What follows belongs to an exercise in optimizing a design on an open flow for small area, a short achievable clock period and few clock cycles per item; a production flow would make more cautious choices.
The RTL was checked by simulation tests, not by an equivalence proof against the original design.
No activity file was given, so power comes from the tool's default toggle rates.

==> design/flow/design.v <==
module fadd_rsh (
  input  wire [3:0] f,
  input  wire [2:0] s,
  input  wire e,
  output wire [6:0] r,
  output wire sticky);
  wire [6:0] l3 = {1'b1, f, 2'b00} ^ {7{e}};
  wire [6:0] l2 = s[2] ? {{4{e}}, l3[6:4]} : l3;
  wire [6:0] l1 = s[1] ? {{2{e}}, l2[6:2]} : l2;
  assign r = s[0] ? {e, l1[6:1]} : l1;
  assign sticky = (s == 3'd3) ? f[0] :
                  (s == 3'd4) ? (f[1:0] != 2'd0) :
                  (s == 3'd5) ? (f[2:0] != 3'd0) :
                  (s == 3'd6) ? (f != 4'd0) :
                  (s == 3'd7);
endmodule
module fadd_s1 (
  input  wire [11:0] X,
  input  wire [11:0] Y,
  output wire [32:0] M);
  function [2:0] sub3(input [2:0] a, input [2:0] b);
    begin
      case ({a, b})
        6'd0: sub3 = 3'd0;
        6'd1: sub3 = 3'd7;
        6'd2: sub3 = 3'd6;
        6'd3: sub3 = 3'd5;
        6'd4: sub3 = 3'd4;
        6'd5: sub3 = 3'd3;
        6'd6: sub3 = 3'd2;
        6'd7: sub3 = 3'd1;
        6'd8: sub3 = 3'd1;
        6'd9: sub3 = 3'd0;
        6'd10: sub3 = 3'd7;
        6'd11: sub3 = 3'd6;
        6'd12: sub3 = 3'd5;
        6'd13: sub3 = 3'd4;
        6'd14: sub3 = 3'd3;
        6'd15: sub3 = 3'd2;
        6'd16: sub3 = 3'd2;
        6'd17: sub3 = 3'd1;
        6'd18: sub3 = 3'd0;
        6'd19: sub3 = 3'd7;
        6'd20: sub3 = 3'd6;
        6'd21: sub3 = 3'd5;
        6'd22: sub3 = 3'd4;
        6'd23: sub3 = 3'd3;
        6'd24: sub3 = 3'd3;
        6'd25: sub3 = 3'd2;
        6'd26: sub3 = 3'd1;
        6'd27: sub3 = 3'd0;
        6'd28: sub3 = 3'd7;
        6'd29: sub3 = 3'd6;
        6'd30: sub3 = 3'd5;
        6'd31: sub3 = 3'd4;
        6'd32: sub3 = 3'd4;
        6'd33: sub3 = 3'd3;
        6'd34: sub3 = 3'd2;
        6'd35: sub3 = 3'd1;
        6'd36: sub3 = 3'd0;
        6'd37: sub3 = 3'd7;
        6'd38: sub3 = 3'd6;
        6'd39: sub3 = 3'd5;
        6'd40: sub3 = 3'd5;
        6'd41: sub3 = 3'd4;
        6'd42: sub3 = 3'd3;
        6'd43: sub3 = 3'd2;
        6'd44: sub3 = 3'd1;
        6'd45: sub3 = 3'd0;
        6'd46: sub3 = 3'd7;
        6'd47: sub3 = 3'd6;
        6'd48: sub3 = 3'd6;
        6'd49: sub3 = 3'd5;
        6'd50: sub3 = 3'd4;
        6'd51: sub3 = 3'd3;
        6'd52: sub3 = 3'd2;
        6'd53: sub3 = 3'd1;
        6'd54: sub3 = 3'd0;
        6'd55: sub3 = 3'd7;
        6'd56: sub3 = 3'd7;
        6'd57: sub3 = 3'd6;
        6'd58: sub3 = 3'd5;
        6'd59: sub3 = 3'd4;
        6'd60: sub3 = 3'd3;
        6'd61: sub3 = 3'd2;
        6'd62: sub3 = 3'd1;
        6'd63: sub3 = 3'd0;
        default: sub3 = 3'd0;
      endcase
    end
  endfunction
  wire [1:0] exnX = X[11:10], exnY = Y[11:10];
  wire [5:0] dXY = {1'b0, X[8:4]} - {1'b0, Y[8:4]};
  wire [4:0] dYX = Y[8:4] - X[8:4];
  wire swap = ((exnX == exnY) & dXY[5]) | (exnX < exnY);
  wire [11:0] nX = swap ? Y : X;
  wire [11:0] nY = swap ? X : Y;
  wire [4:0] ed = swap ? dYX : dXY[4:0];
  wire ed0 = X[4] ^ Y[4];
  wire effSub = X[9] ^ Y[9];
  wire selClose = (ed[4:1] == 4'b0000) & effSub;
  wire [6:0] A  = {2'b01, X[3:0], 1'b0};
  wire [6:0] Bv = {2'b01, Y[3:0], 1'b0};
  wire [6:0] A1 = {3'b001, X[3:0]};
  wire [6:0] B1 = {3'b001, Y[3:0]};
  wire [6:0] amb = A - Bv;
  wire [6:0] bma = Bv - A;
  wire [6:0] amb1 = A - B1;
  wire [6:0] bma1 = Bv - A1;
  wire [5:0] frcE = amb[6] ? bma[5:0] : amb[5:0];
  wire fscE = swap ? bma[6] : amb[6];
  wire [6:0] dO = swap ? bma1 : amb1;
  wire [5:0] frc1 = ed0 ? dO[5:0] : frcE;
  wire fsc = ed0 ? dO[6] : fscE;
  wire [2:0] lXY = sub3(X[6:4], Y[6:4]);
  wire [2:0] lYX = sub3(Y[6:4], X[6:4]);
  wire oXY = dXY[4] | dXY[3];
  wire oYX = dYX[4] | dYX[3];
  wire [6:0] shY, shX;
  wire stY, stX;
  fadd_rsh rY (.f(Y[3:0]), .s(lXY), .e(effSub), .r(shY), .sticky(stY));
  fadd_rsh rX (.f(X[3:0]), .s(lYX), .e(effSub), .r(shX), .sticky(stX));
  wire [7:0] opY = oXY ? {8{effSub}} : {effSub, shY};
  wire [7:0] opX = oYX ? {8{effSub}} : {effSub, shX};
  wire sN = oXY | stY;
  wire sS = oYX | stX;
  wire [7:0] rN = {2'b01, X[3:0], 2'b00} + opY + {7'd0, effSub & ~sN};
  wire [7:0] rS = {2'b01, Y[3:0], 2'b00} + opX + {7'd0, effSub & ~sS};
  wire [7:0] r0 = swap ? rS : rN;
  wire sticky = swap ? sS : sN;
  assign M = {nX[11:10], nY[11:10], nX[9:0], nY[9], effSub, selClose, fsc, frc1, r0, sticky};
endmodule
module fadd_s2 (
  input  wire [32:0] M,
  output wire [11:0] R);
  wire [3:0] exnXY = M[32:29];
  wire [9:0] nX = M[28:19];
  wire nYs = M[18];
  wire effSub = M[17];
  wire selClose = M[16];
  wire fsc = M[15];
  wire [5:0] frc1 = M[14:9];
  wire [7:0] r0 = M[8:1];
  wire sticky = M[0];
  wire [6:0] E = {2'b00, nX[8:4]};
  wire c2 = (frc1[5:2] == 4'd0);
  wire [5:0] n2 = c2 ? {frc1[1:0], 4'b0000} : frc1;
  wire c1 = (n2[5:4] == 2'd0);
  wire [5:0] n1 = c1 ? {n2[3:0], 2'b00} : n2;
  wire c0 = ~n1[5];
  wire [5:0] n0 = c0 ? {n1[4:0], 1'b0} : n1;
  wire [2:0] nz = {c2, c1, c0};
  wire roundClose = n0[0] & n0[1];
  wire closeZero = (frc1 == 6'd0);
  wire [6:0] expClose = E - {4'b0000, nz};
  wire [4:0] fracC = {1'b0, n0[4:1]} + {4'd0, roundClose};
  wire [6:0] expC = expClose + {6'd0, fracC[4]};
  wire [1:0] lb = r0[7:6];
  wire [3:0] f1 = (lb == 2'b00) ? r0[4:1] : (lb == 2'b01) ? r0[5:2] : r0[6:3];
  wire rb = (lb == 2'b00) ? r0[0] : (lb == 2'b01) ? r0[1] : r0[2];
  wire sb = (lb == 2'b00) ? sticky : (lb == 2'b01) ? (r0[0] | sticky) : (r0[1] | r0[0] | sticky);
  wire roundFar = rb & (sb | f1[0]);
  wire [4:0] fracF = {1'b0, f1} + {4'd0, roundFar};
  wire [6:0] Em1 = E - 7'd1, Ep1 = E + 7'd1, Ep2 = E + 7'd2;
  wire cf = fracF[4];
  wire [6:0] expF = (lb == 2'b00) ? (cf ? E : Em1) :
                    (lb == 2'b01) ? (cf ? Ep1 : E) : (cf ? Ep2 : Ep1);
  wire [10:0] rr = selClose ? {expC, fracC[3:0]} : {expF, fracF[3:0]};
  wire zfc = selClose & closeZero;
  wire resSign = (selClose & closeZero) ? 1'b0 : (nX[9] ^ (selClose & fsc));
  wire [1:0] uo = rr[10:9];
  wire [1:0] exn2 = uo[1] ? 2'b00 : uo[0] ? {~zfc, 1'b0} : {1'b0, ~zfc};
  wire n0101 = (exnXY == 4'b0101);
  wire [1:0] exnR = (exnXY == 4'b1110) ? 2'b11 :
                    (exnXY == 4'b1010) ? {1'b1, effSub} :
                    n0101 ? exn2 : exnXY[3:2];
  wire sgnR = (exnXY == 4'b0000) ? (nX[9] & nYs) : n0101 ? resSign : nX[9];
  wire [8:0] es = n0101 ? rr[8:0] : nX[8:0];
  assign R = {exnR, sgnR, es};
endmodule
module fmul_s1 (
  input  wire [11:0] X,
  input  wire [11:0] Y,
  output wire [19:0] M);
  wire sign = X[9] ^ Y[9];
  wire [6:0] expSum = {2'b00, X[8:4]} + {2'b00, Y[8:4]} - 7'd15;
  wire [4:0] a = {1'b1, X[3:0]};
  wire [9:0] p0 = {5'd0, a & {5{Y[0]}}};
  wire [9:0] p1 = {4'd0, a & {5{Y[1]}}, 1'd0};
  wire [9:0] p2 = {3'd0, a & {5{Y[2]}}, 2'd0};
  wire [9:0] p3 = {2'd0, a & {5{Y[3]}}, 3'd0};
  wire [9:0] p4 = {1'd0, a, 4'd0};
  wire [9:0] s1 = p0 ^ p1 ^ p2;
  wire [9:0] c1 = {(p0[8:0] & p1[8:0]) | (p0[8:0] & p2[8:0]) | (p1[8:0] & p2[8:0]), 1'b0};
  wire [9:0] s2 = s1 ^ c1 ^ p3;
  wire [9:0] c2 = {(s1[8:0] & c1[8:0]) | (s1[8:0] & p3[8:0]) | (c1[8:0] & p3[8:0]), 1'b0};
  wire [9:0] s3 = s2 ^ c2 ^ p4;
  wire [9:0] c3 = {(s2[8:0] & c2[8:0]) | (s2[8:0] & p4[8:0]) | (c2[8:0] & p4[8:0]), 1'b0};
  wire [9:0] sigProd = s3 + c3;
  wire [3:0] es = {X[11:10], Y[11:10]};
  wire [1:0] exc = (es == 4'b0000 || es == 4'b0001 || es == 4'b0100) ? 2'b00 :
                   (es == 4'b0101) ? 2'b01 :
                   (es == 4'b0110 || es == 4'b1001 || es == 4'b1010) ? 2'b10 : 2'b11;
  assign M = {exc, sign, expSum, sigProd};
endmodule
module fmul_s2 (
  input  wire [19:0] M,
  output wire [11:0] R);
  wire [1:0] exc = M[19:18];
  wire sign = M[17];
  wire [6:0] expSum = M[16:10];
  wire [9:0] sigProd = M[9:0];
  wire norm = sigProd[9];
  wire [6:0] expPost = expSum + {6'd0, norm};
  wire [9:0] spe = norm ? {sigProd[8:0], 1'b0} : {sigProd[7:0], 2'b00};
  wire guard = (spe[4:0] != 5'd0);
  wire rnd = spe[5] & (guard | spe[6]);
  wire [10:0] esr = {expPost, spe[9:6]} + {10'd0, rnd};
  wire [1:0] excPost = (esr[10:9] == 2'b00) ? 2'b01 : (esr[10:9] == 2'b01) ? 2'b10 : 2'b00;
  wire [1:0] fexc = (exc == 2'b01) ? excPost : exc;
  assign R = {fexc, sign, esr[8:0]};
endmodule
`default_nettype none
module linear (
	clk,
	rst,
	start,
	ready,
	done,
	p__arg0_0_0,
	p__arg0_0_1,
	p__arg0_0_10,
	p__arg0_0_2,
	p__arg0_0_3,
	p__arg0_0_4,
	p__arg0_0_5,
	p__arg0_0_6,
	p__arg0_0_7,
	p__arg0_0_8,
	p__arg0_0_9,
	p___constant_11x11xf32_0_0,
	p___constant_11x11xf32_0_1,
	p___constant_11x11xf32_0_10,
	p___constant_11x11xf32_0_2,
	p___constant_11x11xf32_0_3,
	p___constant_11x11xf32_0_4,
	p___constant_11x11xf32_0_5,
	p___constant_11x11xf32_0_6,
	p___constant_11x11xf32_0_7,
	p___constant_11x11xf32_0_8,
	p___constant_11x11xf32_0_9,
	p___constant_11x11xf32_10_0,
	p___constant_11x11xf32_10_1,
	p___constant_11x11xf32_10_10,
	p___constant_11x11xf32_10_2,
	p___constant_11x11xf32_10_3,
	p___constant_11x11xf32_10_4,
	p___constant_11x11xf32_10_5,
	p___constant_11x11xf32_10_6,
	p___constant_11x11xf32_10_7,
	p___constant_11x11xf32_10_8,
	p___constant_11x11xf32_10_9,
	p___constant_11x11xf32_1_0,
	p___constant_11x11xf32_1_1,
	p___constant_11x11xf32_1_10,
	p___constant_11x11xf32_1_2,
	p___constant_11x11xf32_1_3,
	p___constant_11x11xf32_1_4,
	p___constant_11x11xf32_1_5,
	p___constant_11x11xf32_1_6,
	p___constant_11x11xf32_1_7,
	p___constant_11x11xf32_1_8,
	p___constant_11x11xf32_1_9,
	p___constant_11x11xf32_2_0,
	p___constant_11x11xf32_2_1,
	p___constant_11x11xf32_2_10,
	p___constant_11x11xf32_2_2,
	p___constant_11x11xf32_2_3,
	p___constant_11x11xf32_2_4,
	p___constant_11x11xf32_2_5,
	p___constant_11x11xf32_2_6,
	p___constant_11x11xf32_2_7,
	p___constant_11x11xf32_2_8,
	p___constant_11x11xf32_2_9,
	p___constant_11x11xf32_3_0,
	p___constant_11x11xf32_3_1,
	p___constant_11x11xf32_3_10,
	p___constant_11x11xf32_3_2,
	p___constant_11x11xf32_3_3,
	p___constant_11x11xf32_3_4,
	p___constant_11x11xf32_3_5,
	p___constant_11x11xf32_3_6,
	p___constant_11x11xf32_3_7,
	p___constant_11x11xf32_3_8,
	p___constant_11x11xf32_3_9,
	p___constant_11x11xf32_4_0,
	p___constant_11x11xf32_4_1,
	p___constant_11x11xf32_4_10,
	p___constant_11x11xf32_4_2,
	p___constant_11x11xf32_4_3,
	p___constant_11x11xf32_4_4,
	p___constant_11x11xf32_4_5,
	p___constant_11x11xf32_4_6,
	p___constant_11x11xf32_4_7,
	p___constant_11x11xf32_4_8,
	p___constant_11x11xf32_4_9,
	p___constant_11x11xf32_5_0,
	p___constant_11x11xf32_5_1,
	p___constant_11x11xf32_5_10,
	p___constant_11x11xf32_5_2,
	p___constant_11x11xf32_5_3,
	p___constant_11x11xf32_5_4,
	p___constant_11x11xf32_5_5,
	p___constant_11x11xf32_5_6,
	p___constant_11x11xf32_5_7,
	p___constant_11x11xf32_5_8,
	p___constant_11x11xf32_5_9,
	p___constant_11x11xf32_6_0,
	p___constant_11x11xf32_6_1,
	p___constant_11x11xf32_6_10,
	p___constant_11x11xf32_6_2,
	p___constant_11x11xf32_6_3,
	p___constant_11x11xf32_6_4,
	p___constant_11x11xf32_6_5,
	p___constant_11x11xf32_6_6,
	p___constant_11x11xf32_6_7,
	p___constant_11x11xf32_6_8,
	p___constant_11x11xf32_6_9,
	p___constant_11x11xf32_7_0,
	p___constant_11x11xf32_7_1,
	p___constant_11x11xf32_7_10,
	p___constant_11x11xf32_7_2,
	p___constant_11x11xf32_7_3,
	p___constant_11x11xf32_7_4,
	p___constant_11x11xf32_7_5,
	p___constant_11x11xf32_7_6,
	p___constant_11x11xf32_7_7,
	p___constant_11x11xf32_7_8,
	p___constant_11x11xf32_7_9,
	p___constant_11x11xf32_8_0,
	p___constant_11x11xf32_8_1,
	p___constant_11x11xf32_8_10,
	p___constant_11x11xf32_8_2,
	p___constant_11x11xf32_8_3,
	p___constant_11x11xf32_8_4,
	p___constant_11x11xf32_8_5,
	p___constant_11x11xf32_8_6,
	p___constant_11x11xf32_8_7,
	p___constant_11x11xf32_8_8,
	p___constant_11x11xf32_8_9,
	p___constant_11x11xf32_9_0,
	p___constant_11x11xf32_9_1,
	p___constant_11x11xf32_9_10,
	p___constant_11x11xf32_9_2,
	p___constant_11x11xf32_9_3,
	p___constant_11x11xf32_9_4,
	p___constant_11x11xf32_9_5,
	p___constant_11x11xf32_9_6,
	p___constant_11x11xf32_9_7,
	p___constant_11x11xf32_9_8,
	p___constant_11x11xf32_9_9,
	p___constant_11xf32_0,
	p___constant_11xf32_1,
	p___constant_11xf32_10,
	p___constant_11xf32_2,
	p___constant_11xf32_3,
	p___constant_11xf32_4,
	p___constant_11xf32_5,
	p___constant_11xf32_6,
	p___constant_11xf32_7,
	p___constant_11xf32_8,
	p___constant_11xf32_9,
	output_p_val_313
);
	input wire clk;
	input wire rst;
	input wire start;
	output wire ready;
	output wire done;
	input wire [11:0] p__arg0_0_0;
	input wire [11:0] p__arg0_0_1;
	input wire [11:0] p__arg0_0_10;
	input wire [11:0] p__arg0_0_2;
	input wire [11:0] p__arg0_0_3;
	input wire [11:0] p__arg0_0_4;
	input wire [11:0] p__arg0_0_5;
	input wire [11:0] p__arg0_0_6;
	input wire [11:0] p__arg0_0_7;
	input wire [11:0] p__arg0_0_8;
	input wire [11:0] p__arg0_0_9;
	input wire [11:0] p___constant_11x11xf32_0_0;
	input wire [11:0] p___constant_11x11xf32_0_1;
	input wire [11:0] p___constant_11x11xf32_0_10;
	input wire [11:0] p___constant_11x11xf32_0_2;
	input wire [11:0] p___constant_11x11xf32_0_3;
	input wire [11:0] p___constant_11x11xf32_0_4;
	input wire [11:0] p___constant_11x11xf32_0_5;
	input wire [11:0] p___constant_11x11xf32_0_6;
	input wire [11:0] p___constant_11x11xf32_0_7;
	input wire [11:0] p___constant_11x11xf32_0_8;
	input wire [11:0] p___constant_11x11xf32_0_9;
	input wire [11:0] p___constant_11x11xf32_10_0;
	input wire [11:0] p___constant_11x11xf32_10_1;
	input wire [11:0] p___constant_11x11xf32_10_10;
	input wire [11:0] p___constant_11x11xf32_10_2;
	input wire [11:0] p___constant_11x11xf32_10_3;
	input wire [11:0] p___constant_11x11xf32_10_4;
	input wire [11:0] p___constant_11x11xf32_10_5;
	input wire [11:0] p___constant_11x11xf32_10_6;
	input wire [11:0] p___constant_11x11xf32_10_7;
	input wire [11:0] p___constant_11x11xf32_10_8;
	input wire [11:0] p___constant_11x11xf32_10_9;
	input wire [11:0] p___constant_11x11xf32_1_0;
	input wire [11:0] p___constant_11x11xf32_1_1;
	input wire [11:0] p___constant_11x11xf32_1_10;
	input wire [11:0] p___constant_11x11xf32_1_2;
	input wire [11:0] p___constant_11x11xf32_1_3;
	input wire [11:0] p___constant_11x11xf32_1_4;
	input wire [11:0] p___constant_11x11xf32_1_5;
	input wire [11:0] p___constant_11x11xf32_1_6;
	input wire [11:0] p___constant_11x11xf32_1_7;
	input wire [11:0] p___constant_11x11xf32_1_8;
	input wire [11:0] p___constant_11x11xf32_1_9;
	input wire [11:0] p___constant_11x11xf32_2_0;
	input wire [11:0] p___constant_11x11xf32_2_1;
	input wire [11:0] p___constant_11x11xf32_2_10;
	input wire [11:0] p___constant_11x11xf32_2_2;
	input wire [11:0] p___constant_11x11xf32_2_3;
	input wire [11:0] p___constant_11x11xf32_2_4;
	input wire [11:0] p___constant_11x11xf32_2_5;
	input wire [11:0] p___constant_11x11xf32_2_6;
	input wire [11:0] p___constant_11x11xf32_2_7;
	input wire [11:0] p___constant_11x11xf32_2_8;
	input wire [11:0] p___constant_11x11xf32_2_9;
	input wire [11:0] p___constant_11x11xf32_3_0;
	input wire [11:0] p___constant_11x11xf32_3_1;
	input wire [11:0] p___constant_11x11xf32_3_10;
	input wire [11:0] p___constant_11x11xf32_3_2;
	input wire [11:0] p___constant_11x11xf32_3_3;
	input wire [11:0] p___constant_11x11xf32_3_4;
	input wire [11:0] p___constant_11x11xf32_3_5;
	input wire [11:0] p___constant_11x11xf32_3_6;
	input wire [11:0] p___constant_11x11xf32_3_7;
	input wire [11:0] p___constant_11x11xf32_3_8;
	input wire [11:0] p___constant_11x11xf32_3_9;
	input wire [11:0] p___constant_11x11xf32_4_0;
	input wire [11:0] p___constant_11x11xf32_4_1;
	input wire [11:0] p___constant_11x11xf32_4_10;
	input wire [11:0] p___constant_11x11xf32_4_2;
	input wire [11:0] p___constant_11x11xf32_4_3;
	input wire [11:0] p___constant_11x11xf32_4_4;
	input wire [11:0] p___constant_11x11xf32_4_5;
	input wire [11:0] p___constant_11x11xf32_4_6;
	input wire [11:0] p___constant_11x11xf32_4_7;
	input wire [11:0] p___constant_11x11xf32_4_8;
	input wire [11:0] p___constant_11x11xf32_4_9;
	input wire [11:0] p___constant_11x11xf32_5_0;
	input wire [11:0] p___constant_11x11xf32_5_1;
	input wire [11:0] p___constant_11x11xf32_5_10;
	input wire [11:0] p___constant_11x11xf32_5_2;
	input wire [11:0] p___constant_11x11xf32_5_3;
	input wire [11:0] p___constant_11x11xf32_5_4;
	input wire [11:0] p___constant_11x11xf32_5_5;
	input wire [11:0] p___constant_11x11xf32_5_6;
	input wire [11:0] p___constant_11x11xf32_5_7;
	input wire [11:0] p___constant_11x11xf32_5_8;
	input wire [11:0] p___constant_11x11xf32_5_9;
	input wire [11:0] p___constant_11x11xf32_6_0;
	input wire [11:0] p___constant_11x11xf32_6_1;
	input wire [11:0] p___constant_11x11xf32_6_10;
	input wire [11:0] p___constant_11x11xf32_6_2;
	input wire [11:0] p___constant_11x11xf32_6_3;
	input wire [11:0] p___constant_11x11xf32_6_4;
	input wire [11:0] p___constant_11x11xf32_6_5;
	input wire [11:0] p___constant_11x11xf32_6_6;
	input wire [11:0] p___constant_11x11xf32_6_7;
	input wire [11:0] p___constant_11x11xf32_6_8;
	input wire [11:0] p___constant_11x11xf32_6_9;
	input wire [11:0] p___constant_11x11xf32_7_0;
	input wire [11:0] p___constant_11x11xf32_7_1;
	input wire [11:0] p___constant_11x11xf32_7_10;
	input wire [11:0] p___constant_11x11xf32_7_2;
	input wire [11:0] p___constant_11x11xf32_7_3;
	input wire [11:0] p___constant_11x11xf32_7_4;
	input wire [11:0] p___constant_11x11xf32_7_5;
	input wire [11:0] p___constant_11x11xf32_7_6;
	input wire [11:0] p___constant_11x11xf32_7_7;
	input wire [11:0] p___constant_11x11xf32_7_8;
	input wire [11:0] p___constant_11x11xf32_7_9;
	input wire [11:0] p___constant_11x11xf32_8_0;
	input wire [11:0] p___constant_11x11xf32_8_1;
	input wire [11:0] p___constant_11x11xf32_8_10;
	input wire [11:0] p___constant_11x11xf32_8_2;
	input wire [11:0] p___constant_11x11xf32_8_3;
	input wire [11:0] p___constant_11x11xf32_8_4;
	input wire [11:0] p___constant_11x11xf32_8_5;
	input wire [11:0] p___constant_11x11xf32_8_6;
	input wire [11:0] p___constant_11x11xf32_8_7;
	input wire [11:0] p___constant_11x11xf32_8_8;
	input wire [11:0] p___constant_11x11xf32_8_9;
	input wire [11:0] p___constant_11x11xf32_9_0;
	input wire [11:0] p___constant_11x11xf32_9_1;
	input wire [11:0] p___constant_11x11xf32_9_10;
	input wire [11:0] p___constant_11x11xf32_9_2;
	input wire [11:0] p___constant_11x11xf32_9_3;
	input wire [11:0] p___constant_11x11xf32_9_4;
	input wire [11:0] p___constant_11x11xf32_9_5;
	input wire [11:0] p___constant_11x11xf32_9_6;
	input wire [11:0] p___constant_11x11xf32_9_7;
	input wire [11:0] p___constant_11x11xf32_9_8;
	input wire [11:0] p___constant_11x11xf32_9_9;
	input wire [11:0] p___constant_11xf32_0;
	input wire [11:0] p___constant_11xf32_1;
	input wire [11:0] p___constant_11xf32_10;
	input wire [11:0] p___constant_11xf32_2;
	input wire [11:0] p___constant_11xf32_3;
	input wire [11:0] p___constant_11xf32_4;
	input wire [11:0] p___constant_11xf32_5;
	input wire [11:0] p___constant_11xf32_6;
	input wire [11:0] p___constant_11xf32_7;
	input wire [11:0] p___constant_11xf32_8;
	input wire [11:0] p___constant_11xf32_9;
	output wire [11:0] output_p_val_313;
reg busy;
reg [5:0] cnt;
reg ready_r, done_r;
wire last = (cnt == 6'd36);
always @(posedge clk) begin
  if (rst) begin
    busy <= 1'b0;
    cnt <= 6'd0;
    ready_r <= 1'b1;
    done_r <= 1'b0;
  end else begin
    done_r <= busy & (cnt == 6'd35);
    if (!busy) begin
      if (start) begin
        busy <= 1'b1;
        cnt <= 6'd1;
        ready_r <= 1'b0;
      end
    end else if (last) begin
      busy <= 1'b0;
      cnt <= 6'd0;
      ready_r <= 1'b1;
    end else begin
      cnt <= cnt + 6'd1;
    end
  end
end
assign ready = ready_r;
assign done = done_r;
reg [21:0] oh;
always @(posedge clk) begin
  if (rst | (busy & last)) oh <= 22'd1;
  else if (busy | start) oh <= {oh[20:0], 1'b0};
end
reg [11:0] xr;
always @(posedge clk)
  xr <=
    ({12{(oh[0] | oh[1])}} & p__arg0_0_0) |
    ({12{(oh[2] | oh[3])}} & p__arg0_0_1) |
    ({12{(oh[4] | oh[5])}} & p__arg0_0_2) |
    ({12{(oh[6] | oh[7])}} & p__arg0_0_3) |
    ({12{(oh[8] | oh[9])}} & p__arg0_0_4) |
    ({12{(oh[10] | oh[11])}} & p__arg0_0_5) |
    ({12{(oh[12] | oh[13])}} & p__arg0_0_6) |
    ({12{(oh[14] | oh[15])}} & p__arg0_0_7) |
    ({12{(oh[16] | oh[17])}} & p__arg0_0_8) |
    ({12{(oh[18] | oh[19])}} & p__arg0_0_9) |
    ({12{(oh[20] | oh[21])}} & p__arg0_0_10);
reg q_zx;                 
reg q_yb0, q_yb1;         
reg q_t1, q_t2, q_t3, q_t4;   
reg q_ym;                 
reg q_xs, q_xs4, q_xs5;   
reg q_xh, q_xh4, q_xh5;   
always @(posedge clk) begin
  q_zx <= (cnt == 6'd1) | (cnt == 6'd2);
  q_yb0 <= (cnt == 6'd23);
  q_yb1 <= (cnt == 6'd24);
  q_t1 <= (cnt == 6'd26);
  q_t2 <= (cnt == 6'd28);
  q_t3 <= (cnt == 6'd30);
  q_t4 <= (cnt == 6'd32);
  q_ym <= ~((cnt == 6'd23) | (cnt == 6'd24) | (cnt == 6'd26) | (cnt == 6'd28) | (cnt == 6'd30) | (cnt == 6'd32));
  q_xh <= (cnt == 6'd26);
  q_xh4 <= (cnt == 6'd26) | (cnt == 6'd31);
  q_xh5 <= (cnt == 6'd26) | (cnt == 6'd27);
  q_xs <= ~((cnt == 6'd1) | (cnt == 6'd2) | (cnt == 6'd26));
  q_xs4 <= ~((cnt == 6'd1) | (cnt == 6'd2) | (cnt == 6'd26) | (cnt == 6'd31));
  q_xs5 <= ~((cnt == 6'd1) | (cnt == 6'd2) | (cnt == 6'd26) | (cnt == 6'd27));
end
reg [11:0] wr0;
always @(posedge clk)
  wr0 <=
    ({12{oh[0]}} & p___constant_11x11xf32_0_0) |
    ({12{oh[1]}} & p___constant_11x11xf32_1_0) |
    ({12{oh[2]}} & p___constant_11x11xf32_0_1) |
    ({12{oh[3]}} & p___constant_11x11xf32_1_1) |
    ({12{oh[4]}} & p___constant_11x11xf32_0_2) |
    ({12{oh[5]}} & p___constant_11x11xf32_1_2) |
    ({12{oh[6]}} & p___constant_11x11xf32_0_3) |
    ({12{oh[7]}} & p___constant_11x11xf32_1_3) |
    ({12{oh[8]}} & p___constant_11x11xf32_0_4) |
    ({12{oh[9]}} & p___constant_11x11xf32_1_4) |
    ({12{oh[10]}} & p___constant_11x11xf32_0_5) |
    ({12{oh[11]}} & p___constant_11x11xf32_1_5) |
    ({12{oh[12]}} & p___constant_11x11xf32_0_6) |
    ({12{oh[13]}} & p___constant_11x11xf32_1_6) |
    ({12{oh[14]}} & p___constant_11x11xf32_0_7) |
    ({12{oh[15]}} & p___constant_11x11xf32_1_7) |
    ({12{oh[16]}} & p___constant_11x11xf32_0_8) |
    ({12{oh[17]}} & p___constant_11x11xf32_1_8) |
    ({12{oh[18]}} & p___constant_11x11xf32_0_9) |
    ({12{oh[19]}} & p___constant_11x11xf32_1_9) |
    ({12{oh[20]}} & p___constant_11x11xf32_0_10) |
    ({12{oh[21]}} & p___constant_11x11xf32_1_10);
reg [19:0] mm0;
wire [19:0] mmd0;
wire [11:0] m0;
fmul_s1 mul1_0 (.X(xr), .Y(wr0), .M(mmd0));
always @(posedge clk) mm0 <= mmd0;
fmul_s2 mul2_0 (.M(mm0), .R(m0));
reg [11:0] ax0, ay0;
reg [32:0] am0;
wire [32:0] amd0;
wire [11:0] s0;
fadd_s1 add1_0 (.X(ax0), .Y(ay0), .M(amd0));
always @(posedge clk) am0 <= amd0;
fadd_s2 add2_0 (.M(am0), .R(s0));
reg [11:0] wr1;
always @(posedge clk)
  wr1 <=
    ({12{oh[0]}} & p___constant_11x11xf32_2_0) |
    ({12{oh[1]}} & p___constant_11x11xf32_3_0) |
    ({12{oh[2]}} & p___constant_11x11xf32_2_1) |
    ({12{oh[3]}} & p___constant_11x11xf32_3_1) |
    ({12{oh[4]}} & p___constant_11x11xf32_2_2) |
    ({12{oh[5]}} & p___constant_11x11xf32_3_2) |
    ({12{oh[6]}} & p___constant_11x11xf32_2_3) |
    ({12{oh[7]}} & p___constant_11x11xf32_3_3) |
    ({12{oh[8]}} & p___constant_11x11xf32_2_4) |
    ({12{oh[9]}} & p___constant_11x11xf32_3_4) |
    ({12{oh[10]}} & p___constant_11x11xf32_2_5) |
    ({12{oh[11]}} & p___constant_11x11xf32_3_5) |
    ({12{oh[12]}} & p___constant_11x11xf32_2_6) |
    ({12{oh[13]}} & p___constant_11x11xf32_3_6) |
    ({12{oh[14]}} & p___constant_11x11xf32_2_7) |
    ({12{oh[15]}} & p___constant_11x11xf32_3_7) |
    ({12{oh[16]}} & p___constant_11x11xf32_2_8) |
    ({12{oh[17]}} & p___constant_11x11xf32_3_8) |
    ({12{oh[18]}} & p___constant_11x11xf32_2_9) |
    ({12{oh[19]}} & p___constant_11x11xf32_3_9) |
    ({12{oh[20]}} & p___constant_11x11xf32_2_10) |
    ({12{oh[21]}} & p___constant_11x11xf32_3_10);
reg [19:0] mm1;
wire [19:0] mmd1;
wire [11:0] m1;
fmul_s1 mul1_1 (.X(xr), .Y(wr1), .M(mmd1));
always @(posedge clk) mm1 <= mmd1;
fmul_s2 mul2_1 (.M(mm1), .R(m1));
reg [11:0] ax1, ay1;
reg [32:0] am1;
wire [32:0] amd1;
wire [11:0] s1;
fadd_s1 add1_1 (.X(ax1), .Y(ay1), .M(amd1));
always @(posedge clk) am1 <= amd1;
fadd_s2 add2_1 (.M(am1), .R(s1));
reg [11:0] wr2;
always @(posedge clk)
  wr2 <=
    ({12{oh[0]}} & p___constant_11x11xf32_4_0) |
    ({12{oh[1]}} & p___constant_11x11xf32_5_0) |
    ({12{oh[2]}} & p___constant_11x11xf32_4_1) |
    ({12{oh[3]}} & p___constant_11x11xf32_5_1) |
    ({12{oh[4]}} & p___constant_11x11xf32_4_2) |
    ({12{oh[5]}} & p___constant_11x11xf32_5_2) |
    ({12{oh[6]}} & p___constant_11x11xf32_4_3) |
    ({12{oh[7]}} & p___constant_11x11xf32_5_3) |
    ({12{oh[8]}} & p___constant_11x11xf32_4_4) |
    ({12{oh[9]}} & p___constant_11x11xf32_5_4) |
    ({12{oh[10]}} & p___constant_11x11xf32_4_5) |
    ({12{oh[11]}} & p___constant_11x11xf32_5_5) |
    ({12{oh[12]}} & p___constant_11x11xf32_4_6) |
    ({12{oh[13]}} & p___constant_11x11xf32_5_6) |
    ({12{oh[14]}} & p___constant_11x11xf32_4_7) |
    ({12{oh[15]}} & p___constant_11x11xf32_5_7) |
    ({12{oh[16]}} & p___constant_11x11xf32_4_8) |
    ({12{oh[17]}} & p___constant_11x11xf32_5_8) |
    ({12{oh[18]}} & p___constant_11x11xf32_4_9) |
    ({12{oh[19]}} & p___constant_11x11xf32_5_9) |
    ({12{oh[20]}} & p___constant_11x11xf32_4_10) |
    ({12{oh[21]}} & p___constant_11x11xf32_5_10);
reg [19:0] mm2;
wire [19:0] mmd2;
wire [11:0] m2;
fmul_s1 mul1_2 (.X(xr), .Y(wr2), .M(mmd2));
always @(posedge clk) mm2 <= mmd2;
fmul_s2 mul2_2 (.M(mm2), .R(m2));
reg [11:0] ax2, ay2;
reg [32:0] am2;
wire [32:0] amd2;
wire [11:0] s2;
fadd_s1 add1_2 (.X(ax2), .Y(ay2), .M(amd2));
always @(posedge clk) am2 <= amd2;
fadd_s2 add2_2 (.M(am2), .R(s2));
reg [11:0] wr3;
always @(posedge clk)
  wr3 <=
    ({12{oh[0]}} & p___constant_11x11xf32_6_0) |
    ({12{oh[1]}} & p___constant_11x11xf32_7_0) |
    ({12{oh[2]}} & p___constant_11x11xf32_6_1) |
    ({12{oh[3]}} & p___constant_11x11xf32_7_1) |
    ({12{oh[4]}} & p___constant_11x11xf32_6_2) |
    ({12{oh[5]}} & p___constant_11x11xf32_7_2) |
    ({12{oh[6]}} & p___constant_11x11xf32_6_3) |
    ({12{oh[7]}} & p___constant_11x11xf32_7_3) |
    ({12{oh[8]}} & p___constant_11x11xf32_6_4) |
    ({12{oh[9]}} & p___constant_11x11xf32_7_4) |
    ({12{oh[10]}} & p___constant_11x11xf32_6_5) |
    ({12{oh[11]}} & p___constant_11x11xf32_7_5) |
    ({12{oh[12]}} & p___constant_11x11xf32_6_6) |
    ({12{oh[13]}} & p___constant_11x11xf32_7_6) |
    ({12{oh[14]}} & p___constant_11x11xf32_6_7) |
    ({12{oh[15]}} & p___constant_11x11xf32_7_7) |
    ({12{oh[16]}} & p___constant_11x11xf32_6_8) |
    ({12{oh[17]}} & p___constant_11x11xf32_7_8) |
    ({12{oh[18]}} & p___constant_11x11xf32_6_9) |
    ({12{oh[19]}} & p___constant_11x11xf32_7_9) |
    ({12{oh[20]}} & p___constant_11x11xf32_6_10) |
    ({12{oh[21]}} & p___constant_11x11xf32_7_10);
reg [19:0] mm3;
wire [19:0] mmd3;
wire [11:0] m3;
fmul_s1 mul1_3 (.X(xr), .Y(wr3), .M(mmd3));
always @(posedge clk) mm3 <= mmd3;
fmul_s2 mul2_3 (.M(mm3), .R(m3));
reg [11:0] ax3, ay3;
reg [32:0] am3;
wire [32:0] amd3;
wire [11:0] s3;
fadd_s1 add1_3 (.X(ax3), .Y(ay3), .M(amd3));
always @(posedge clk) am3 <= amd3;
fadd_s2 add2_3 (.M(am3), .R(s3));
reg [11:0] wr4;
always @(posedge clk)
  wr4 <=
    ({12{oh[0]}} & p___constant_11x11xf32_8_0) |
    ({12{oh[1]}} & p___constant_11x11xf32_9_0) |
    ({12{oh[2]}} & p___constant_11x11xf32_8_1) |
    ({12{oh[3]}} & p___constant_11x11xf32_9_1) |
    ({12{oh[4]}} & p___constant_11x11xf32_8_2) |
    ({12{oh[5]}} & p___constant_11x11xf32_9_2) |
    ({12{oh[6]}} & p___constant_11x11xf32_8_3) |
    ({12{oh[7]}} & p___constant_11x11xf32_9_3) |
    ({12{oh[8]}} & p___constant_11x11xf32_8_4) |
    ({12{oh[9]}} & p___constant_11x11xf32_9_4) |
    ({12{oh[10]}} & p___constant_11x11xf32_8_5) |
    ({12{oh[11]}} & p___constant_11x11xf32_9_5) |
    ({12{oh[12]}} & p___constant_11x11xf32_8_6) |
    ({12{oh[13]}} & p___constant_11x11xf32_9_6) |
    ({12{oh[14]}} & p___constant_11x11xf32_8_7) |
    ({12{oh[15]}} & p___constant_11x11xf32_9_7) |
    ({12{oh[16]}} & p___constant_11x11xf32_8_8) |
    ({12{oh[17]}} & p___constant_11x11xf32_9_8) |
    ({12{oh[18]}} & p___constant_11x11xf32_8_9) |
    ({12{oh[19]}} & p___constant_11x11xf32_9_9) |
    ({12{oh[20]}} & p___constant_11x11xf32_8_10) |
    ({12{oh[21]}} & p___constant_11x11xf32_9_10);
reg [19:0] mm4;
wire [19:0] mmd4;
wire [11:0] m4;
fmul_s1 mul1_4 (.X(xr), .Y(wr4), .M(mmd4));
always @(posedge clk) mm4 <= mmd4;
fmul_s2 mul2_4 (.M(mm4), .R(m4));
reg [11:0] ax4, ay4;
reg [32:0] am4;
wire [32:0] amd4;
wire [11:0] s4;
fadd_s1 add1_4 (.X(ax4), .Y(ay4), .M(amd4));
always @(posedge clk) am4 <= amd4;
fadd_s2 add2_4 (.M(am4), .R(s4));
reg [11:0] wr5;
always @(posedge clk)
  wr5 <=
    ({12{oh[0]}} & p___constant_11x11xf32_10_0) |
    ({12{oh[1]}} & p___constant_11x11xf32_10_0) |
    ({12{oh[2]}} & p___constant_11x11xf32_10_1) |
    ({12{oh[3]}} & p___constant_11x11xf32_10_1) |
    ({12{oh[4]}} & p___constant_11x11xf32_10_2) |
    ({12{oh[5]}} & p___constant_11x11xf32_10_2) |
    ({12{oh[6]}} & p___constant_11x11xf32_10_3) |
    ({12{oh[7]}} & p___constant_11x11xf32_10_3) |
    ({12{oh[8]}} & p___constant_11x11xf32_10_4) |
    ({12{oh[9]}} & p___constant_11x11xf32_10_4) |
    ({12{oh[10]}} & p___constant_11x11xf32_10_5) |
    ({12{oh[11]}} & p___constant_11x11xf32_10_5) |
    ({12{oh[12]}} & p___constant_11x11xf32_10_6) |
    ({12{oh[13]}} & p___constant_11x11xf32_10_6) |
    ({12{oh[14]}} & p___constant_11x11xf32_10_7) |
    ({12{oh[15]}} & p___constant_11x11xf32_10_7) |
    ({12{oh[16]}} & p___constant_11x11xf32_10_8) |
    ({12{oh[17]}} & p___constant_11x11xf32_10_8) |
    ({12{oh[18]}} & p___constant_11x11xf32_10_9) |
    ({12{oh[19]}} & p___constant_11x11xf32_10_9) |
    ({12{oh[20]}} & p___constant_11x11xf32_10_10) |
    ({12{oh[21]}} & p___constant_11x11xf32_10_10);
reg [19:0] mm5;
wire [19:0] mmd5;
wire [11:0] m5;
fmul_s1 mul1_5 (.X(xr), .Y(wr5), .M(mmd5));
always @(posedge clk) mm5 <= mmd5;
fmul_s2 mul2_5 (.M(mm5), .R(m5));
reg [11:0] ax5, ay5;
reg [32:0] am5;
wire [32:0] amd5;
wire [11:0] s5;
fadd_s1 add1_5 (.X(ax5), .Y(ay5), .M(amd5));
always @(posedge clk) am5 <= amd5;
fadd_s2 add2_5 (.M(am5), .R(s5));
always @(posedge clk) begin
  if (q_zx) ax0 <= 12'd0;
  else if (!q_xh) ax0 <= s0;
end
always @(posedge clk)
  ay0 <=
    ({12{q_ym}} & m0) |
    ({12{q_yb0}} & p___constant_11xf32_0) |
    ({12{q_yb1}} & p___constant_11xf32_1) |
    ({12{q_t1}} & s0) |
    ({12{q_t2}} & s1) |
    ({12{q_t3}} & s2) |
    ({12{q_t4}} & ax4);
always @(posedge clk) begin
  if (q_zx) ax1 <= 12'd0;
  else if (!q_xh) ax1 <= s1;
end
always @(posedge clk)
  ay1 <=
    ({12{q_ym}} & m1) |
    ({12{q_yb0}} & p___constant_11xf32_2) |
    ({12{q_yb1}} & p___constant_11xf32_3) |
    ({12{q_t1}} & s1);
always @(posedge clk) begin
  if (q_zx) ax2 <= 12'd0;
  else if (!q_xh) ax2 <= s2;
end
always @(posedge clk)
  ay2 <=
    ({12{q_ym}} & m2) |
    ({12{q_yb0}} & p___constant_11xf32_4) |
    ({12{q_yb1}} & p___constant_11xf32_5) |
    ({12{q_t1}} & s2) |
    ({12{q_t2}} & s3);
always @(posedge clk) begin
  if (q_zx) ax3 <= 12'd0;
  else if (!q_xh) ax3 <= s3;
end
always @(posedge clk)
  ay3 <=
    ({12{q_ym}} & m3) |
    ({12{q_yb0}} & p___constant_11xf32_6) |
    ({12{q_yb1}} & p___constant_11xf32_7) |
    ({12{q_t1}} & s3);
always @(posedge clk) begin
  if (q_zx) ax4 <= 12'd0;
  else if (!q_xh4) ax4 <= s4;
end
always @(posedge clk)
  ay4 <=
    ({12{q_ym}} & m4) |
    ({12{q_yb0}} & p___constant_11xf32_8) |
    ({12{q_yb1}} & p___constant_11xf32_9) |
    ({12{q_t1}} & s4) |
    ({12{q_t2}} & ax5);
always @(posedge clk) begin
  if (q_zx) ax5 <= 12'd0;
  else if (!q_xh5) ax5 <= s5;
end
always @(posedge clk)
  ay5 <=
    ({12{q_ym}} & m5) |
    ({12{q_yb0}} & p___constant_11xf32_10) |
    ({12{q_yb1}} & p___constant_11xf32_10) |
    ({12{q_t1}} & s5);
reg [11:0] out_r;
always @(posedge clk) out_r <= s0;
assign output_p_val_313 = out_r;
endmodule
==> design/flow/flow/run.sh <==
#!/bin/bash
# The standard layout, with the port buffers made of the smallest buffer
# cell (sky130_fd_sc_hd__buf_1) instead of the one buffer_ports picks itself.
set -euo pipefail
export BUFFER_PORTS_ARGS="-buffer_cell sky130_fd_sc_hd__buf_1"
bash standard.sh > standard_flow.log 2>&1
==> design/flow/standard.sh <==
#!/bin/bash
# synth_recipe.tcl (not shown) runs the flow's synth.tcl, then flattens the netlist and writes it again
# the make line also repeats each setting of config.mk as NAME=value (left out here)
make -C /OpenROAD-flow-scripts/flow DESIGN_CONFIG=/design/flow/config.mk WORK_HOME=/design/flow/orfs CLKGATE_MAP_FILE= SYNTH_SCRIPT=/design/flow/synth_recipe.tcl "${@:-finish}"
==> design/flow/config.mk <==
export PLATFORM = sky130hd
export DESIGN_NAME = linear
export DESIGN_NICKNAME = linear
export VERILOG_FILES = /design/flow/design.v
export SDC_FILE = /design/flow/constraint.sdc
export NUM_CORES = 4
export LEC_CHECK = 0
export CAP_MARGIN = 30
export CORE_AREA = 5 5 555 555
export DIE_AREA = 0 0 560 560
export PLACE_DENSITY = 0.7
export SETUP_SLACK_MARGIN = 5
export SLEW_MARGIN = 30
export TNS_END_PERCENT = 100
==> design/flow/constraint.sdc <==
create_clock -name core_clock -period 8.0 [get_ports {clk}]
set_input_delay 1.6000 -clock core_clock [delete_from_list [all_inputs] [get_ports {clk}]]
set_output_delay 1.6000 -clock core_clock [all_outputs]
set_load 0.01 [all_outputs]
==> results of run 1 <==
report_power, final:
group          total, W  switching (W)  internal, W
combinational    0.0286         0.0156       0.0130
sequential      0.00649        0.00206      0.00443
clock           0.00416        0.00169      0.00247
Yosys cell counts, types with 13 or more instances:
cell type    n
a211oi_1    96
a21o_1      62
a21oi_1    408
a221oi_1   162
a222oi_1    80
a22o_1     159
a22oi_1    492
a31oi_1     47
and2_1     109
and3_1      73
buf_1       42
buf_2       13
clkbuf_1   387
dfxtp_1    599
fa_1       120
ha_1       436
inv_1      345
mux2_2      82
mux2i_1    125
nand2_1    531
nand2b_1    60
nand3_1    244
nand3b_1    17
nand4_1     91
nor2_1     493
nor2b_1     65
nor3_1      95
nor3b_1     14
nor4_1      22
o211ai_1    55
o21a_1      24
o21ai_0    329
o21ai_1     17
o21bai_1    54
o221ai_1    14
o22ai_1     17
o311ai_0    18
o31ai_1     25
o32ai_1     13
or2_2       30
or3_1       29
xnor2_1    315
xor2_1     121
metrics by stage:
step	power [W]	hold slack, ns	instances
2_1_floorplan	0.0219	0.406	6753
3_3_place_gp	0.0274	0.440	12100
3_5_place_dp	0.0276	0.450	12200
4_1_cts	0.0358	0.465	12600
5_1_grt	0.0418	0.490	12900
6_report	0.0392	0.464	12900
timing repair:
item,4_1_cts,5_1_grt
resized for setup,570,403
pin swaps,329,298
endpoints found under the setup margin,212,180
cloned,2,2
buffers inserted,272,122
cell families (layout without fill, tap and decap cells):
group                    count (synthesis)  in the layout  share of synthesized area
AO/OA/AOI/OAI                         2213           2216                      0.289
multiplexers                           209            209                     0.0408
adder cells (fa/ha/maj)                561            561                      0.147
buffers and inverters                  797           2772                     0.0561
XOR/XNOR                               443            443                     0.0729
flip-flops                             599            599                      0.222
other                                    0            237                          0
AND/OR/NAND/NOR                       1931           1931                      0.172
state kept, by name (all words and copies together) (netlist names), 22 cells and up:
name / count
oh: 22
am1: 33
am0: 33
am5: 33
am3: 33
am4: 33
am2: 33
cell type report:
type                       count  area (µm²)  area share
sequential                   599       12300       0.160
multi-input combinational   5360       43300       0.564
inverter                     351        1440      0.0187
tap                         3978        4980      0.0647
timing repair buffer        2262       11200       0.145
antenna                      237         593     0.00771
clock inverter                43         594     0.00773
clock buffer                 116        2460      0.0320
critical path: cells and delay by family, from the launching register on:
family	cells	cell delay, ns
mux	2	0.32
xor+xnor	1	0.13
buf+inv	3	0.39
simple gates	4	0.47
flops	1	0.39
compound gates	6	1.28
fa+ha+maj	2	0.72
worst max path at each step:
stage	from	end	slack (ns)
6_report	ax5[5]$_SDFFE_PP0N_	am5[8]$_DFF_P_	4.19
5_1_grt	ay5[4]$_DFF_P_	am5[8]$_DFF_P_	4.02
4_1_cts	ay5[4]$_DFF_P_	am5[8]$_DFF_P_	4.25
3_5_place_dp	p___constant_11x11xf32_3_1[5]	wr1[5]$_DFF_P_	3.33
3_3_place_gp	p___constant_11x11xf32_3_1[5]	wr1[5]$_DFF_P_	3.32
2_1_floorplan	ay5[5]$_DFF_P_	am5[8]$_DFF_P_	4.19
per-layer routing:
metal  track usage  up-vias
met4         0.195       84
met5             0        -
li1              -    29100
met1         0.283    32400
met2         0.451     4232
met3        0.0640     1066
placed cells by master, fill, tap and decap left out, types with 51 or more instances in the layout:
| master | instances |
|---|---|
| o21ai_0 | 256 |
| dfxtp_4 | 78 |
| mux2i_1 | 111 |
| a221oi_1 | 149 |
| nor3_1 | 81 |
| buf_4 | 426 |
| a22o_1 | 158 |
| xnor2_1 | 257 |
| dfxtp_1 | 477 |
| nor2_1 | 449 |
| ha_4 | 57 |
| buf_6 | 70 |
| nand2_1 | 514 |
| and3_1 | 62 |
| a211oi_1 | 67 |
| mux2_2 | 74 |
| o211ai_1 | 55 |
| xor2_1 | 110 |
| clkbuf_16 | 89 |
| a222oi_1 | 80 |
| diode_2 | 237 |
| a22oi_1 | 483 |
| a21oi_2 | 72 |
| nand2b_1 | 55 |
| nor2b_1 | 51 |
| a21o_1 | 62 |
| o21ai_1 | 53 |
| and2_1 | 87 |
| fa_1 | 74 |
| ha_1 | 333 |
| a21oi_1 | 331 |
| inv_1 | 290 |
| nand4_1 | 91 |
| nand3_1 | 215 |
| buf_1 | 1725 |
==> impl_metrics.py, run 1 <==
metrics = {
    "outcome": {
        "status": "finished clean",
    },
    "pwr": {
        "peakVddDrop_v": 0.000326,
        "leakage_nw": 28.7,
        "powerDensity_nw_per_um2": 510,
    },
    "route": {
        "ant_nets": 0,
        "drtIter0Drc": 7831,
        "detail_route.wl_per_cell_um": 34.3,
        "routed_wl_mm": 444,
        "vias": 66900,
        "highest_layer": "met5",
        "wl_met1_mm": 152,
        "vias_per_cell": 5.17,
        "route.met2.wl_mm": 211,
        "drtPass1Iterations": 9,
        "routed-wl-met3_mm": 38.9,
        "drc_errors": 0,
    },
    "place": {
        "dp_hpwl_mm": 361,
        "port_buffers": 1732,
        "gp_congestion": 1.03,
        "place_ws_ns": 3.33,
        "dpl_cell_area_um2": 65900,
    },
    "logic_synthesis": {
        "synth_warnings": 2,
        "ys_seq_area_frac": 0.222,
        "syn_avg_cell_area_um2": 7.99,
        "syn_nets": 9028,
        "synth_top_cells_by_area": "dfxtp_1 (22%), ha_1 (10%), a22oi_1 (6.8%)",
        "syn_area_um2": 53900,
        "async_reset_ff_frac": 0,
        "synth-main-ff-cell": "dfxtp_1",
        "synth_top_area_cell": "dfxtp_1",
        "synth_top_cell_area_share": 0.222,
        "ys_seq_elements": 599,
        "netlist_instances": 6753,
        "synth_edf_count": 0,
        "yosys.cell_types.count": 110,
    },
    "worst_hold_path": {
        "hold_depth": 1,
        "min_from": "ready_r$_SDFFE_PP1P_",
        "hold_class": "reg -> reg",
        "whs_endpoint": "ready_r$_SDFFE_PP1P_",
    },
    "sta": {
        "rsz0062_at_grt": "yes",
        "fin_worst_skew_ns": 0.0493,
        "setup-tns-final_ns": 0,
        "relSlewSlack": 0.267,
        "worstMarginPinSlew_ns": 1.10,
        "setup_viol": 0,
        "min_period_over_period": 0.477,
        "maxSlewViolCount": 0,
        "fmax_mhz": 262,
        "hold_violations": 0,
        "layout_min_cycle_time_ns": 3.81,
        "worst_slack_ns": 4.19,
    },
    "floorplanning": {
        "initial_core_util": 0.179,
        "fp.dieW_um": 560,
        "ios": 1733,
        "die_y_um": 560,
        "dieArea_um2": 314000,
        "rows": 202,
        "core_area_um2": 302000,
    },
    "finish": {
        "final_layout_size_suffix_gt1_frac": 0.190,
        "nets": 10900,
        "num-fill-cells": 32900,
        "area_growth_pct": 42.6,
        "fin_util": 0.255,
        "final_cell_area_um2": 76900,
    },
    "clock_tree": {
        "clk_path_buf_depth": 3,
        "clk_pin_slew_ns": 0.06,
        "worstSkewPairLatency_ns": 0.72,
        "cts_tree": "built",
        "htree_num_levels": 3,
        "numCtsBuffers": 85,
        "numClockSinks": 599,
        "holdBufCountCts": 0,
        "cts-root-buf": "clkbuf_16",
    },
    "critical_path": {
        "worstPathArrival_ns": 4.44,
        "r2r-start": "ax5[5]$_SDFFE_PP0N_",
        "r2r_cells": 18,
        "slowest_stage": "dfxtp_4",
        "cpPeakStageDelay_ns": 0.39,
        "worstSetupPathType": "reg -> reg",
        "reg2reg_to": "am5[8]$_DFF_P_",
        "end_kind": "flop",
        "cp_max_fo": 6,
        "path_cells": "buf_4 -> fa_2 -> o21ai_0 -> mux2i_1 -> a21oi_1 -> o22a_2 -> buf_4 -> buf_6 -> a21oi_2 -> xnor2_1 -> ha_1 -> nand3_2 -> nor2_2 -> and2_4 -> o41ai_2 -> nand2b_1 -> a2111oi_4 -> mux2i_1",
        "crit_required_ns": 8.63,
        "startpoint_type": "flop",
        "reg2reg_slack_ns": 4.19,
    },
    "grt": {
        "grt_usage": 0.264,
        "antenna_found_initial": 208,
        "grt_max_degree": 81,
        "grt_pass1_wl_mm": 565,
        "overflow": 0,
        "grt_pass1_vias": 62400,
    },
    "job": {
        "maxCapViolCount": 0,
    },
}
Testbench counts, summed over its fixed seeds: cycles 29,600, items 800.
==> run 2: changes to the inputs <==
--- a/design/flow/config.mk
+++ b/design/flow/config.mk
@@ -6,4 +6,5 @@
 export NUM_CORES = 4
 export LEC_CHECK = 0
+export ABC_AREA = 1
 export CAP_MARGIN = 30
 export CORE_AREA = 5 5 555 555
==> run 2 against run 1 <==
- worst setup slack improved by 0.52 ns
- clock skew up 0.0058 ns
- area after synthesis is 4.5% higher
- critical path depth up 3
- via count increased by 11%
- global-route usage rose by 0.16 points
- critical path type unchanged
- largest cell class unchanged
- highest routed layer unchanged
==> impl_metrics.py, run 2 <==
metrics = {
    "outcome": {
        "status": "finished clean",
    },
    "logic_synthesis": {
        "syn_avg_cell_area_um2": 6.48,
        "ys_seq_elements": 599,
        "syn_area_um2": 56400,
        "netlist_instances": 8699,
        "synth_warnings": 2,
        "synth_top_cell_area_share": 0.213,
        "synth-main-ff-cell": "dfxtp_1",
        "netlist_top_cells_count": "nand2_1 (2612), inv_1 (946), dfxtp_1 (599), nand3_1 (540), o21ai_0 (499)",
        "synth_top_area_cell": "dfxtp_1",
        "yosysMostFrequentCell": "nand2_1",
        "yosys.cell_types.count": 71,
        "ys_seq_area_frac": 0.213,
        "synth_edf_count": 0,
        "synth_top_cells_by_area": "dfxtp_1 (21%), nand2_1 (17%), ha_1 (9.7%)",
        "async_reset_ff_frac": 0,
        "syn_nets": 11000,
    },
    "route": {
        "highest_layer": "met5",
        "drtPass1Iterations": 7,
        "vias": 74200,
        "routed-wl-met3_mm": 41.3,
        "detail_route.wl_per_cell_um": 29.9,
        "ant_nets": 0,
        "vias_per_cell": 4.97,
        "routed_wl_mm": 447,
        "drtIter0Drc": 8039,
        "drc_errors": 0,
        "route.met2.wl_mm": 205,
        "wl_met1_mm": 167,
    },
    "critical_path": {
        "reg2reg_slack_ns": 4.71,
        "cpMostUsedCell": "nand2_1",
        "worstPathArrival_ns": 3.93,
        "worstSetupPathType": "reg -> reg",
        "cpPeakStageDelay_ns": 0.37,
        "path_cells": "inv_4 -> ha_4 -> fa_2 -> nand3b_1 -> nand2_1 -> nand2_1 -> nand2_2 -> nand3_4 -> nor2_4 -> inv_2 -> o21ai_2 -> a31oi_1 -> ha_1 -> nand2_2 -> nand2_1 -> a21o_1 -> a21o_1 -> a21oi_2 -> xor2_1 -> nand2_1 -> o21ai_1",
        "cp_max_fo": 5,
        "crit_required_ns": 8.63,
        "slowest_stage": "dfxtp_4",
        "startpoint_type": "flop",
        "end_kind": "flop",
    },
    "worst_hold_path": {
        "hold_class": "reg -> reg",
    },
    "sta": {
        "rsz0062_at_grt": "yes",
        "fin_worst_skew_ns": 0.0550,
        "worstMarginPinSlew_ns": 1.04,
        "maxSlewViolCount": 0,
        "min_period_over_period": 0.411,
        "relSlewSlack": 0.301,
        "fmax_mhz": 304,
        "setup_viol": 0,
        "setup-tns-final_ns": 0,
        "hold_violations": 0,
        "layout_min_cycle_time_ns": 3.29,
    },
    "grt": {
        "grt_pass1_wl_mm": 578,
        "grt_pass1_vias": 68400,
        "grt_max_degree": 58,
        "overflow": 0,
        "grt_usage": 0.266,
        "antenna_found_initial": 203,
    },
    "job": {
        "maxCapViolCount": 0,
    },
    "finish": {
        "final_layout_size_suffix_gt1_frac": 0.171,
        "num-fill-cells": 33600,
        "nets": 13000,
        "area_growth_pct": 40.6,
        "layout_common_cells": "nand2_1 (2463), buf_1 (1729), inv_1 (798)",
        "layout_commonest_cell": "nand2_1",
    },
    "clock_tree": {
        "worstSkewPairLatency_ns": 0.74,
        "clk_pin_slew_ns": 0.06,
        "numClockSinks": 599,
        "cts_tree": "built",
        "cts-root-buf": "clkbuf_16",
        "htree_num_levels": 3,
        "holdBufCountCts": 0,
        "numCtsBuffers": 82,
        "clk_path_buf_depth": 3,
    },
    "floorplanning": {
        "dieArea_um2": 314000,
        "initial_core_util": 0.187,
        "rows": 202,
        "ios": 1733,
        "core_area_um2": 302000,
        "fp.dieW_um": 560,
        "die_y_um": 560,
    },
    "pwr": {
        "power.total_w": 0.0424,
        "leakage_nw": 34.1,
        "peakVddDrop_v": 0.000333,
        "powerDensity_nw_per_um2": 535,
    },
    "place": {
        "dp_hpwl_mm": 359,
        "gp_congestion": 1.05,
        "port_buffers": 1732,
    },
}
-- run 2: metal layers --
metal,vias to the layer above,GRT usage
met5,-,0
met4,88,0.169
met3,962,0.0666
met2,4450,0.429
met1,35100,0.313
li1,33600,-
-- run 2: metrics by stage --
stage / setup WS, ns / std cells / area [µm²] / utilization / hold WS (ns)
3_5_place_dp: 3.79 / 14200 / 67800 / 0.225 / 0.447
3_3_place_gp: 3.73 / 14200 / 67800 / 0.225 / 0.440
2_1_floorplan: 4.83 / 8699 / 56800 / - / 0.391
5_1_grt: 4.52 / 14900 / 79200 / 0.262 / 0.478
6_report: 4.71 / 14900 / 79300 / 0.262 / 0.464
4_1_cts: 4.77 / 14600 / 74700 / 0.247 / 0.459
-- run 2: worst max-delay path, delay by kind of cell (launching register included) --
family          cells  cell delay (ns)
flops               1             0.37
fa+ha+maj           3             0.86
compound gates      6             0.74
xor+xnor            1             0.16
buf+inv             2             0.13
simple gates        9             0.94
-- run 2: cell families after synthesis --
family / synth area share
and+or+nand+nor: 0.315
AOI/OAI and AO/OA: 0.194
buffers and inverters: 0.0926
DFF: 0.213
adders and majority gates: 0.139
xor gates and xnor gates: 0.0440
muxes: 0.00249
-- run 2: final cells by class --
cell class / instances / area [µm²] / area share
multi-input combinational: 6742 / 43300 / 0.546
sequential: 599 / 12300 / 0.155
timing repair buffer: 2297 / 11400 / 0.144
tap: 3978 / 4980 / 0.0628
inverter: 1001 / 3930 / 0.0495
clock buffer: 99 / 2180 / 0.0274
clock inverter: 54 / 817 / 0.0103
antenna: 169 / 423 / 0.00533
-- run 2: worst paths after layout --
check / startpoint / end / cells past startpoint
worst max register to register: ay4[4]$_DFF_P_ / am4[7]$_DFF_P_ / 21
worst max-delay path: ay4[4]$_DFF_P_ / am4[7]$_DFF_P_ / 21
worst min-delay path: ay3[11]$_DFF_P_ / am3[32]$_DFF_P_ / 2
worst min register to register: ay3[11]$_DFF_P_ / am3[32]$_DFF_P_ / 2
-- run 2: repair_timing --
action	4_1_cts	5_1_grt
setup buffers	251	211
endpoints found under the setup margin	200	175
gates resized for setup	553	700
cloned	0	3
pin swaps	243	446
-- run 2: power breakdown --
group	internal, W	switching [W]
combinational	0.0131	0.0189
clock	0.00241	0.00178
sequential	0.00444	0.00172
total	0.0200	0.0224
==> run 3: changes to the inputs <==
--- a/design/flow/config.mk
+++ b/design/flow/config.mk
@@ -8,7 +8,7 @@
 export ABC_AREA = 1
 export CAP_MARGIN = 30
-export CORE_AREA = 5 5 555 555
-export DIE_AREA = 0 0 560 560
-export PLACE_DENSITY = 0.7
+export CORE_AREA = 5 5 535 535
+export DIE_AREA = 0 0 540 540
+export PLACE_DENSITY = 0.8
 export SETUP_SLACK_MARGIN = 5
 export SLEW_MARGIN = 30
==> run 3 against run 2 <==
- non-clock buffer count down 19
- combinational power barely moved
- first-iteration DRC count up 16%
- area after synthesis unchanged
- highest routed layer unchanged
- utilization increased by 1.8 points
==> impl_metrics.py, run 3 <==
metrics = {
    "floorplanning": {
        "ios": 1733,
        "fp.dieW_um": 540,
        "dieArea_um2": 292000,
        "initial_core_util": 0.202,
        "die_y_um": 540,
        "rows": 194,
        "core_area_um2": 280000,
    },
    "logic_synthesis": {
        "synth-main-ff-cell": "dfxtp_1",
        "netlist_top_cells_count": "nand2_1 (2612), inv_1 (946), dfxtp_1 (599), nand3_1 (540), o21ai_0 (499)",
        "netlist_instances": 8699,
        "synth_top_area_cell": "dfxtp_1",
        "syn_avg_cell_area_um2": 6.48,
        "yosysMostFrequentCell": "nand2_1",
        "synth_warnings": 2,
        "synth_edf_count": 0,
        "syn_nets": 11000,
        "async_reset_ff_frac": 0,
        "synth_top_cell_area_share": 0.213,
        "yosys.cell_types.count": 71,
        "ys_seq_area_frac": 0.213,
        "syn_area_um2": 56400,
        "ys_seq_elements": 599,
        "synth_top_cells_by_area": "dfxtp_1 (21%), nand2_1 (17%), ha_1 (9.7%)",
    },
    "sta": {
        "worstMarginPinSlew_ns": 1.10,
        "min_period_over_period": 0.419,
        "maxSlewViolCount": 0,
        "relSlewSlack": 0.262,
        "whs_ns": 0.449,
        "fin_worst_skew_ns": 0.0662,
        "setup-tns-final_ns": 0,
        "rsz0062_at_grt": "yes",
        "setup_viol": 0,
        "hold_violations": 0,
        "fmax_mhz": 298,
        "layout_min_cycle_time_ns": 3.35,
    },
    "critical_path": {
        "reg2reg_slack_ns": 4.65,
        "slowest_stage": "ha_1",
        "r2r_cells": 21,
        "worstPathArrival_ns": 3.98,
        "end_kind": "flop",
        "cpPeakStageDelay_ns": 0.41,
        "r2r-start": "ay3[4]$_DFF_P_",
        "path_cells": "buf_4 -> ha_1 -> nand3_1 -> nand3_1 -> nand2_2 -> inv_4 -> nand2_2 -> o21ai_1 -> nand2_1 -> nand2_2 -> nor3_4 -> a211oi_2 -> ha_1 -> a21oi_2 -> and2_4 -> nor2_4 -> nor2_1 -> nor2_1 -> nor2_1 -> xnor2_1 -> o21ai_1",
        "startpoint": "ay3[4]$_DFF_P_",
        "startpoint_type": "flop",
        "cp_max_fo": 5,
        "crit_required_ns": 8.62,
        "cp_num_buf_inv": 2,
        "cp.depth": 21,
        "worstSetupPathType": "reg -> reg",
        "cp_top_family": "simple AND/OR/NAND/NOR gates",
    },
    "pwr": {
        "powerDensity_nw_per_um2": 533,
        "leakage_nw": 33.9,
        "peakVddDrop_v": 0.000382,
    },
    "grt": {
        "antenna_found_initial": 251,
        "grt_usage": 0.294,
        "grt_pass1_wl_mm": 588,
        "overflow": 0,
        "grt_pass1_vias": 68500,
        "grt_max_degree": 77,
    },
    "route": {
        "drtIter0Drc": 9291,
        "detail_route.wl_per_cell_um": 31.3,
        "ant_nets": 0,
        "routed_wl_mm": 460,
        "vias_per_cell": 5.15,
        "drc_errors": 0,
        "vias": 75700,
        "drtPass1Iterations": 11,
    },
    "job": {
        "maxCapViolCount": 0,
    },
    "finish": {
        "final_cells": 14700,
        "nets": 13000,
        "layout_common_cells": "nand2_1 (2457), buf_1 (1729), inv_1 (812)",
        "area_growth_pct": 39.3,
        "final_layout_size_suffix_gt1_frac": 0.163,
        "layout_commonest_cell": "nand2_1",
        "num-fill-cells": 30600,
    },
    "clock_tree": {
        "numClockSinks": 599,
        "htree_num_levels": 3,
        "holdBufCountCts": 0,
        "worstSkewPairLatency_ns": 0.76,
        "clk_pin_slew_ns": 0.06,
        "cts_tree": "built",
        "clk_path_buf_depth": 3,
        "cts-root-buf": "clkbuf_16",
        "numCtsBuffers": 81,
    },
    "place": {
        "dp_hpwl_mm": 367,
        "port_buffers": 1732,
        "placedCellCount": 13900,
        "gp_congestion": 1.05,
    },
    "worst_hold_path": {
        "hold_class": "reg -> reg",
        "hold_depth": 1,
        "min_from": "wr4[9]$_DFF_P_",
    },
    "outcome": {
        "status": "finished clean",
    },
}
run 3: cell counts after synthesis:
No cell type changed its count.
run 3: what timing repair did:
action	in CTS	in global routing
setup endpoints to repair	187	176
cloned	0	2
endpoints found under the hold margin	0	0
buffers inserted	253	189
pin swaps	263	390
gates resized for setup	577	621
run 3: logic make-up (layout without fill, tap and decap cells):
group | count (synthesis) | after routing | synth area share
xor+xnor | 278 | 278 | 0.0440
other cells | 0 | 208 | 0
buf+inv | 1360 | 3427 | 0.0926
simple gates | 4144 | 4146 | 0.315
fa+ha+maj | 556 | 556 | 0.139
mux | 14 | 14 | 0.00249
flops | 599 | 599 | 0.213
compound gates | 1748 | 1748 | 0.194
run 3: layout make-up:
type | instances | area [µm²] | share of cell area
Antenna cell | 208 | 520 | 0.00663
Clock buffer | 109 | 2250 | 0.0287
Clock inverter | 39 | 569 | 0.00725
Inverter | 1001 | 3910 | 0.0498
Multi-Input combinational cell | 6742 | 43100 | 0.549
Sequential cell | 599 | 12300 | 0.157
Tap cell | 3724 | 4660 | 0.0593
Timing Repair Buffer | 2278 | 11200 | 0.143
run 3: final timing paths:
check                                  endpoint
worst min register to register  mm4[17]$_DFF_P_
worst min-delay path            mm4[17]$_DFF_P_
worst max-delay path             am3[7]$_DFF_P_
worst max register to register   am3[7]$_DFF_P_
run 3: report_power, final:
group          leakage (nW)  internal [W]  total, W  switching, W
logic                  27.4        0.0128    0.0318        0.0190
clock network          1.35       0.00222   0.00395       0.00173
registers              5.07       0.00444   0.00618       0.00174
total                  33.9        0.0195    0.0419        0.0224
run 3: metal layers:
layer / wire (µm) / vias up / global-route usage
met5: 495 / - / 0
met4: 42500 / 80 / 0.222
met3: 45400 / 1400 / 0.0855
met2: 218000 / 5196 / 0.497
met1: 154000 / 35400 / 0.310
li1: - / 33600 / -
run 3: stage by stage:
step | setup slack (ns) | power (W) | area (µm²) | util
2_1_floorplan | 4.83 | 0.0231 | 56800 | -
3_3_place_gp | 3.40 | 0.0291 | 67400 | 0.241
3_5_place_dp | 3.82 | 0.0293 | 67500 | 0.241
4_1_cts | 4.73 | 0.0370 | 74300 | 0.266
5_1_grt | 4.47 | 0.0449 | 78400 | 0.280
6_report | 4.65 | 0.0419 | 78500 | 0.281
run 3: worst reg2reg max path, stage by stage, from the launching register on:
cell	delay, ns
dfxtp_4	0.37
buf_4	0.15
ha_1	0.20
nand3_1	0.12
nand3_1	0.19
nand2_2	0.18
inv_4	0.07
nand2_2	0.11
o21ai_1	0.11
nand2_1	0.09
nand2_2	0.10
nor3_4	0.20
a211oi_2	0.06
ha_1	0.41
a21oi_2	0.16
and2_4	0.17
nor2_4	0.04
nor2_1	0.10
nor2_1	0.07
nor2_1	0.13
xnor2_1	0.13
o21ai_1	0.07

[afterwards: timing with drivers on the ports]
How much do the figures lean on ideal ports? The routed layouts below were timed once more, with nothing changed but the port constraints. Step 1 assumes that a clkbuf_16 drives the clock port and a buf_2 every other input. Step 2 times the ports against the registers' clock, not the clock port: input delays grow and output delays shrink by t, the midpoint of the rising clock arrivals with the driver on. a / b / c = ideal ports / drivers / drivers and shift; a / b = the first two.
| run | t, ns | setup WS [ns] |
|---|---|---|
| run 1 | 0.776 | 4.188 / 4.188 / 4.185 |
| run 2 | 0.827 | 4.708 / 4.708 / 4.444 |
| run 3 | 0.832 | 4.647 / 4.647 / 4.228 |
After both steps every run listed still meets setup and hold.
